This is an optimization exercise on Yosys and OpenROAD, whose aim is small area, a short achievable clock period and few clock cycles, not a production implementation.
In this exercise RTL edits were held to simulation tests only and were not proved equivalent to the original.

exp/raven:
Design cpu, start of the top module:
module cpu (
  input clk,
  input reset,
  output [31:0] imem_addr,
  input  [31:0] imem_rdata,
  output [31:0] dmem_addr,
  output [31:0] dmem_wdata,
  output        dmem_we,
  input  [31:0] dmem_rdata,
  output        wb_we,
  output  [4:0] wb_rd,
  output [31:0] wb_data
);
  reg  [31:0] pc;
  reg         r_valid;       
  reg  [31:0] r_target;
  reg  [31:0] d_ins;
  reg  [31:0] d_alt;
  reg         d_valid;
  reg  [31:0] e_a, e_b, e_c;
  reg   [4:0] e_rd;
  reg         e_sub, e_sgn, e_sra;
  reg   [6:0] e_sel;         
  reg         e_use_eq;      
  reg         e_inv;         
  reg         e_we, e_load, e_store, e_br, e_jalr, e_link;
  reg   [1:0] e_fa, e_fb, e_fc;
  reg         e_fld;         
  reg  [31:0] m_res, m_sdata;
  reg   [4:0] m_rd;
  reg         m_we, m_load, m_store;
  reg  [31:0] w_data;
  reg   [4:0] w_rd;
  reg         w_we;
  wire [31:0] a = e_fa[1] ? m_res : e_fa[0] ? w_data : e_a;
  wire [31:0] b = e_fb[1] ? m_res : e_fb[0] ? w_data : e_b;
  wire [31:0] c = e_fc[1] ? m_res : e_fc[0] ? w_data : e_c;
  wire [31:0] alu_res, sum;
  wire        eq, lt;
  alu alu (
    .a  (a      ),
    .b  (b      ),
    .sub(e_sub  ),
    .sgn(e_sgn  ),
    .sra(e_sra  ),
    .sel(e_sel  ),
    .res(alu_res),
    .sum(sum    ),
    .eq (eq     ),
    .lt (lt     )
  );
  wire        e_cond     = e_use_eq ? eq : lt;
  wire        e_redirect = ~r_valid & (e_jalr | (e_br & (e_cond ^ e_inv)));
  wire [31:0] e_target   = e_jalr ? sum : e_c;
  wire  [6:0] op  = d_ins[6:0];
  wire  [2:0] f3  = d_ins[14:12];
  wire  [4:0] rs1 = d_ins[19:15];
  wire  [4:0] rs2 = d_ins[24:20];
  wire  [4:0] rd  = d_ins[11:7];
  wire is_r    = op[6:2] == 5'b01100;
  wire is_i    = op[6:2] == 5'b00100;
  wire is_load = op[6:2] == 5'b00000;
  wire is_st   = op[6:2] == 5'b01000;
  wire is_br   = op[6:2] == 5'b11000;
  wire is_jal  = op[6:2] == 5'b11011;
  wire is_jalr = op[6:2] == 5'b11001;
  wire use1 = ~is_jal;
  wire use2 = is_r | is_br;
  wire wr   = (is_r | is_i | is_load | is_jal | is_jalr) && rd != 5'd0;
  wire [31:0] rf0, rf1;
  reg_file rf (
    .clk   (clk   ),
    .raddr0(rs1   ),
    .raddr1(rs2   ),
    .waddr (w_rd  ),
  ...
Size: about 5700 cells after synthesis, about 67000 sq um of cells after synthesis.
Settings: LEC_CHECK=0, CAP_MARGIN=20, CORE_MARGIN=2, CORE_UTILIZATION=40, SLEW_MARGIN=20; clock period 10.0 ns.
standard.sh (not shown) runs the stock make flow with config.mk's settings and CLKGATE_MAP_FILE= SYNTH_SCRIPT=/design/flow/synth_recipe.tcl, a recipe that flattens the netlist after the stock synthesis.
==> flow/flow/run.sh <==
#!/bin/bash
set -euo pipefail
bash standard.sh SETUP_SLACK_MARGIN=6 CORE_UTILIZATION=55 \
  "BUFFER_PORTS_ARGS=-buffer_cell sky130_fd_sc_hd__buf_4" finish > flow_make.log 2>&1
Testbench counts of exp/raven, summed over its fixed seeds: cycles 18,986.
Edits applied to the flow inputs when going from exp/raven to exp/lagoon:
- SETUP_SLACK_MARGIN: unset -> 5
- CORE_UTILIZATION: 40 -> 55
==> flow/run.sh (new file) <==
#!/bin/bash
# synth_recipe.tcl (not shown) runs the flow's synth.tcl, then flattens the netlist and writes it again
# the make line also repeats each setting of config.mk as NAME=value (left out here)
make -C /OpenROAD-flow-scripts/flow DESIGN_CONFIG=/design/flow/config.mk WORK_HOME=/design/flow/orfs CLKGATE_MAP_FILE= SYNTH_SCRIPT=/design/flow/synth_recipe.tcl finish
removed: flow/flow/run.sh
removed: flow/standard.sh
--- outcome ---
Looking at the reports, exp/lagoon completed the entire flow and the layout it produced met the timing, DRC and antenna checks.
Summary: sum of routed wire length over all layers, exp/lagoon better than exp/raven
Capturing element of the worst setup path = r_target[28]: exp/raven; capturing element of the worst setup path = r_valid: exp/lagoon
Average wire length per cell after detail routing shrinks slightly when moving from exp/raven to exp/lagoon.
The effective utilization at floorplan on exp/lagoon is in line with that on exp/raven.
The worst hold slack on exp/lagoon is in line with that on exp/raven.


## the baseline
Another version of the RTL of cpu (not shown whole).
Size in the first run: roughly 5200 cells after synthesis, about 1300 flip-flops, about 200 I/O pins, roughly 0.062 sq mm of cells after synthesis.
clock: 10.0 ns
lec_check: 0
cap_margin: 20
core_margin: 2
core_utilization: 65
cts_cluster_diameter: 150
cts_cluster_size: 20
setup_slack_margin: 5
slew_margin: 20
==> flow/flow/run.sh <==
#!/bin/bash
# The standard layout (the standard.sh: ORFS from synthesis to finish,
# with the design's constraints and clock period), with these changes in how
# the layout is made:
#  - the input and output ports get sky130_fd_sc_hd__buf_2 buffers instead of
#    the delay buffers buffer_ports picks on its own;
#  - clock tree sinks are clustered 20 to a buffer (at most 150 um across),
#    which needs fewer clock buffers than the default;
#  - 65% core utilization.
# Make's full output is kept in flow_make.log; ORFS keeps each step's log
# under orfs/logs/.
set -euo pipefail
bash standard.sh SETUP_SLACK_MARGIN=6 CORE_UTILIZATION=65 MATCH_CELL_FOOTPRINT=0 \
  CTS_CLUSTER_SIZE=20 CTS_CLUSTER_DIAMETER=150 \
  "BUFFER_PORTS_ARGS=-buffer_cell sky130_fd_sc_hd__buf_2" finish > flow_make.log 2>&1
The baseline: no failed stages, no open violations at the end
Testbench counts of the baseline, summed over its fixed seeds: cycles 17,712.
[inputs] the candidate vs the baseline
# the baseline
export LEC_CHECK = 0
export CAP_MARGIN = 20
export CORE_MARGIN = 2
export CORE_UTILIZATION = 65
export CTS_CLUSTER_DIAMETER = 150
export CTS_CLUSTER_SIZE = 20
export SETUP_SLACK_MARGIN = 5
export SLEW_MARGIN = 20
create_clock -name core_clock -period 10.0 [get_ports {clk}]
# the candidate
export LEC_CHECK = 0
export CAP_MARGIN = 20
export CORE_MARGIN = 2
export CORE_UTILIZATION = 55
export CTS_CLUSTER_DIAMETER = 150
export CTS_CLUSTER_SIZE = 20
export SETUP_SLACK_MARGIN = 5
export SLEW_MARGIN = 20
create_clock -name core_clock -period 10.0 [get_ports {clk}]
diff --git a/flow/flow/run.sh b/flow/flow/run.sh
--- a/flow/flow/run.sh
+++ b/flow/flow/run.sh
@@ -8,3 +8,3 @@
 #    which needs fewer clock buffers than the default;
-#  - 65% core utilization.
+#  - 55% core utilization.
 # Make's full output is kept in flow_make.log; ORFS keeps each step's log
@@ -12,3 +12,3 @@
 set -euo pipefail
-bash standard.sh SETUP_SLACK_MARGIN=6 CORE_UTILIZATION=65 MATCH_CELL_FOOTPRINT=0 \
+bash standard.sh SETUP_SLACK_MARGIN=6 CORE_UTILIZATION=55 MATCH_CELL_FOOTPRINT=0 \
   CTS_CLUSTER_SIZE=20 CTS_CLUSTER_DIAMETER=150 \
[summary]
Relative to the baseline, die area has increased by 0.018 sq mm in the candidate.
Non-clock inverter instance count of the final layout for the candidate is lower than for the baseline.
Per the comparison of the candidate with the baseline, post-route fraction of the period consumed by the critical path went down by 1.4 points; number of nets in the final layout went up by 1.2%; routed wire length went up by about 7%; maximum achievable frequency went up by about 3.4%.
Number of standard cells in the final layout excluding fillers (higher): the candidate

[static timing again, ports no longer ideal]
No port has a modelled driver above. Below, the same layouts with a new extraction and two added sets of constraints. Step 1 (the two cells are an assumption about what drives the block):
set clk [get_ports {clk}]
set_driving_cell -lib_cell sky130_fd_sc_hd__clkbuf_16 $clk
set_driving_cell -lib_cell sky130_fd_sc_hd__buf_2 [delete_from_list [all_inputs] $clk]
Step 2 times the ports against the registers' clock, not the clock port: input delays grow and output delays shrink by t, the midpoint of the rising clock arrivals with the driver on. Slacks: ideal / step 1 / step 2; pairs: ideal / step 1.
run	shift t [ns]	slack for setup (ns)	latest minus earliest clock arrival (ns)
exp/raven	0.875	5.840 / 5.755 / 5.232	0.057 / 0.058
exp/lagoon	0.886	4.937 / 4.937 / 4.329	0.036 / 0.036
the baseline	0.758	5.670 / 5.718 / 4.960	0.063 / 0.063
the candidate	0.788	5.811 / 5.863 / 5.075	0.044 / 0.045
After both steps setup and hold are still met in every run listed. The setup slack of the candidate, which loses most, moves by +0.052 ns with the drivers and by -0.736 ns with both steps.
